This is an optimization exercise on Yosys and OpenROAD, whose aim is small area, not a production implementation.
In this exercise RTL edits were held to simulation tests only and were not proved equivalent to the original.
The clock port is modelled as an ideal driver; clocking choices that lean on that would not hold on a real chip.

## lab3
module lab3(clk_50M,key0,key1,key2,reset_n,RS,RW,DB,EN,ON);
Size in the first run: about 330 cells after synthesis, about 3600 µm² of cells after synthesis.
Settings: LEC_CHECK=0, CAP_MARGIN=20, CORE_MARGIN=2, CORE_UTILIZATION=90, PLACE_DENSITY=0.95, SLEW_MARGIN=20; clock period 20.0 ns.
standard.sh (not shown) runs the stock make flow with config.mk's settings and CLKGATE_MAP_FILE= SYNTH_SCRIPT=/design/flow/synth_recipe.tcl, a recipe that flattens the netlist after the stock synthesis.
==> flow/flow/run.sh <==
#!/bin/bash
# Own flow: the standard synthesis, its gates re-mapped for area by ABC
# (registers untouched; the smallest of a few ABC scripts is kept), then the
# standard layout with small port buffers and a clock tree without dummy loads.
set -euo pipefail
W=$(pwd)
R=$W/orfs/results/$FLOW_PLATFORM/lab3/base
FLOWDIR=$(cd "$(dirname "${BASH_SOURCE[0]}")" && pwd)

bash standard.sh synth > $W/flow_synth.log 2>&1
cp $R/1_2_yosys.v $W/standard_1_2_yosys.v

SCRIPTS=(
  "strash;&get,-n;&dch,-f;&if,-a,-K,6;&mfs;&st;&dch,-f;&nf,-a,-R,1000;&put"
  "strash;&get,-n;&dch,-f;&nf,-a,-R,1000;&put"
  "strash;&get,-n;&st;&syn2;&dch,-f;&nf,-a,-R,1000;&put"
  "strash;dc2;dch,-f;map,-a;amap"
  "strash;&get,-n;&dch,-f;&if,-a,-K,4;&mfs;&st;&dch,-f;&nf,-a,-R,1000;&put"
)
for i in "${!SCRIPTS[@]}"; do
  REABC_LIB=$FLOW_HOME/platforms/$FLOW_PLATFORM/lib/sky130_fd_sc_hd__tt_025C_1v80.lib \
  REABC_IN=$W/standard_1_2_yosys.v REABC_OUT=$W/reabc_$i.v REABC_SCRIPT="${SCRIPTS[$i]}" \
    yosys -c $FLOWDIR/reabc.tcl > $W/flow_reabc_$i.log 2>&1 &
done
wait
best=""; best_area=""
for i in "${!SCRIPTS[@]}"; do
  [[ -s $W/reabc_$i.v && -s $W/reabc_$i.v.area ]] || continue
  a=$(grep "Chip area" $W/reabc_$i.v.area | awk '{print $NF}')
  echo "script $i area $a" >> $W/flow_reabc_choice.log
  if [[ -z "$best" ]] || awk -v a="$a" -v b="$best_area" 'BEGIN{exit !(a<b)}'; then best=$i; best_area=$a; fi
done
echo "chosen $best area $best_area" >> $W/flow_reabc_choice.log
if [[ -n "$best" ]]; then
  cp $W/reabc_$best.v $R/1_2_yosys.v
  rm -f $R/1_synth.odb $R/1_synth.sdc
fi

bash standard.sh \
  "BUFFER_PORTS_ARGS=-buffer_cell sky130_fd_sc_hd__buf_1" \
  "CTS_ARGS=-sink_clustering_enable -repair_clock_nets -dont_use_dummy_load -buf_list sky130_fd_sc_hd__clkbuf_4" \
  finish > $W/flow_finish.log 2>&1
Other scripts of this flow, unchanged in this note and not shown: flow/flow/reabc.tcl
The first run died in 3_1_place_gp_skip_io.
Rerun with:
--- a/flow/flow/run.sh
+++ b/flow/flow/run.sh
@@ -4 +4,2 @@
-# standard layout with small port buffers and a clock tree without dummy loads.
+# standard layout with small port buffers and a clock tree without dummy loads
+# (clkbuf_4, upsized to clkbuf_8 where one drives 11 or more flip-flops).
@@ -15,3 +15,0 @@
-  "strash;&get,-n;&dch,-f;&nf,-a,-R,1000;&put"
-  "strash;&get,-n;&st;&syn2;&dch,-f;&nf,-a,-R,1000;&put"
-  "strash;dc2;dch,-f;map,-a;amap"
@@ -18,0 +17,5 @@
+  "strash;&get,-n;&dch,-f;&if,-a,-K,5;&mfs;&st;&dch,-f;&nf,-a,-R,1000;&put"
+  "strash;&get,-n;&deepsyn,-I,4,-J,30,-S,2;&dch,-f;&nf,-a,-R,1000;&put"
+  "strash;&get,-n;&deepsyn,-I,20,-J,100;&dch,-f;&nf,-a,-R,1000;&put"
+  "strash;&get,-n;&deepsyn,-I,20,-J,100,-S,11;&dch,-f;&nf,-a,-R,1000;&put"
+  "strash;&get,-n;&dc2;&deepsyn,-I,20,-J,100;&dch,-f;&nf,-a,-R,1000;&put"
@@ -41,0 +45 @@
+  "POST_CTS_TCL=$FLOWDIR/post_cts.tcl" \
==> flow/flow/post_cts.tcl (new file) <==
set db [ord::get_db]
set block [[$db getChip] getBlock]
set big [$db findMaster sky130_fd_sc_hd__clkbuf_8]
set n 0
foreach inst [$block getInsts] {
  if { [[$inst getMaster] getName] ne "sky130_fd_sc_hd__clkbuf_4" } { continue }
  set out [$inst findITerm X]
  set net [$out getNet]
  if { $net eq "NULL" } { continue }
  set fanout [expr { [llength [$net getITerms]] - 1 }]
  if { $fanout >= 11 } {
    $inst swapMaster $big
    incr n
    puts "post_cts: [$inst getName] drives $fanout pins, now clkbuf_8"
  }
}
puts "post_cts: upsized $n clock buffers"
if { $n > 0 } {
  detailed_placement
  check_placement -verbose
  estimate_parasitics -placement
}
- CORE_UTILIZATION: 90 -> 80
- PLACE_DENSITY: 0.95 -> 0.9
After rerunning: The changed run produced a clean layout; synthesized cell count decreases by a little under a tenth; area after synthesis decreases by a few percent.

[afterwards: timing with drivers on the ports]
In the flow no input, the clock included, has a driving cell. The finished layout below was timed again as built, in two steps. Step 1, drivers: a clkbuf_16 drives clk_50M and a buf_2 each remaining input, both assumed. Step 2 adds t to the input delays and takes it off the output delays; t is the mean of the earliest and latest rising clock arrival at the registers after step 1. Input paths then give back, and output paths get back, about the clock's delay inside the block. Three values: ideal, step 1, step 2; two values: the first two.
run: the second run
t (ns): 0.448
setup WS [ns]: 14.293 / 14.265 / 14.713
worst setup path after step 2: register to output
After both steps the second run still meets setup and hold. The setup slack of the second run moves by -0.028 ns with the drivers and by +0.420 ns with both steps.
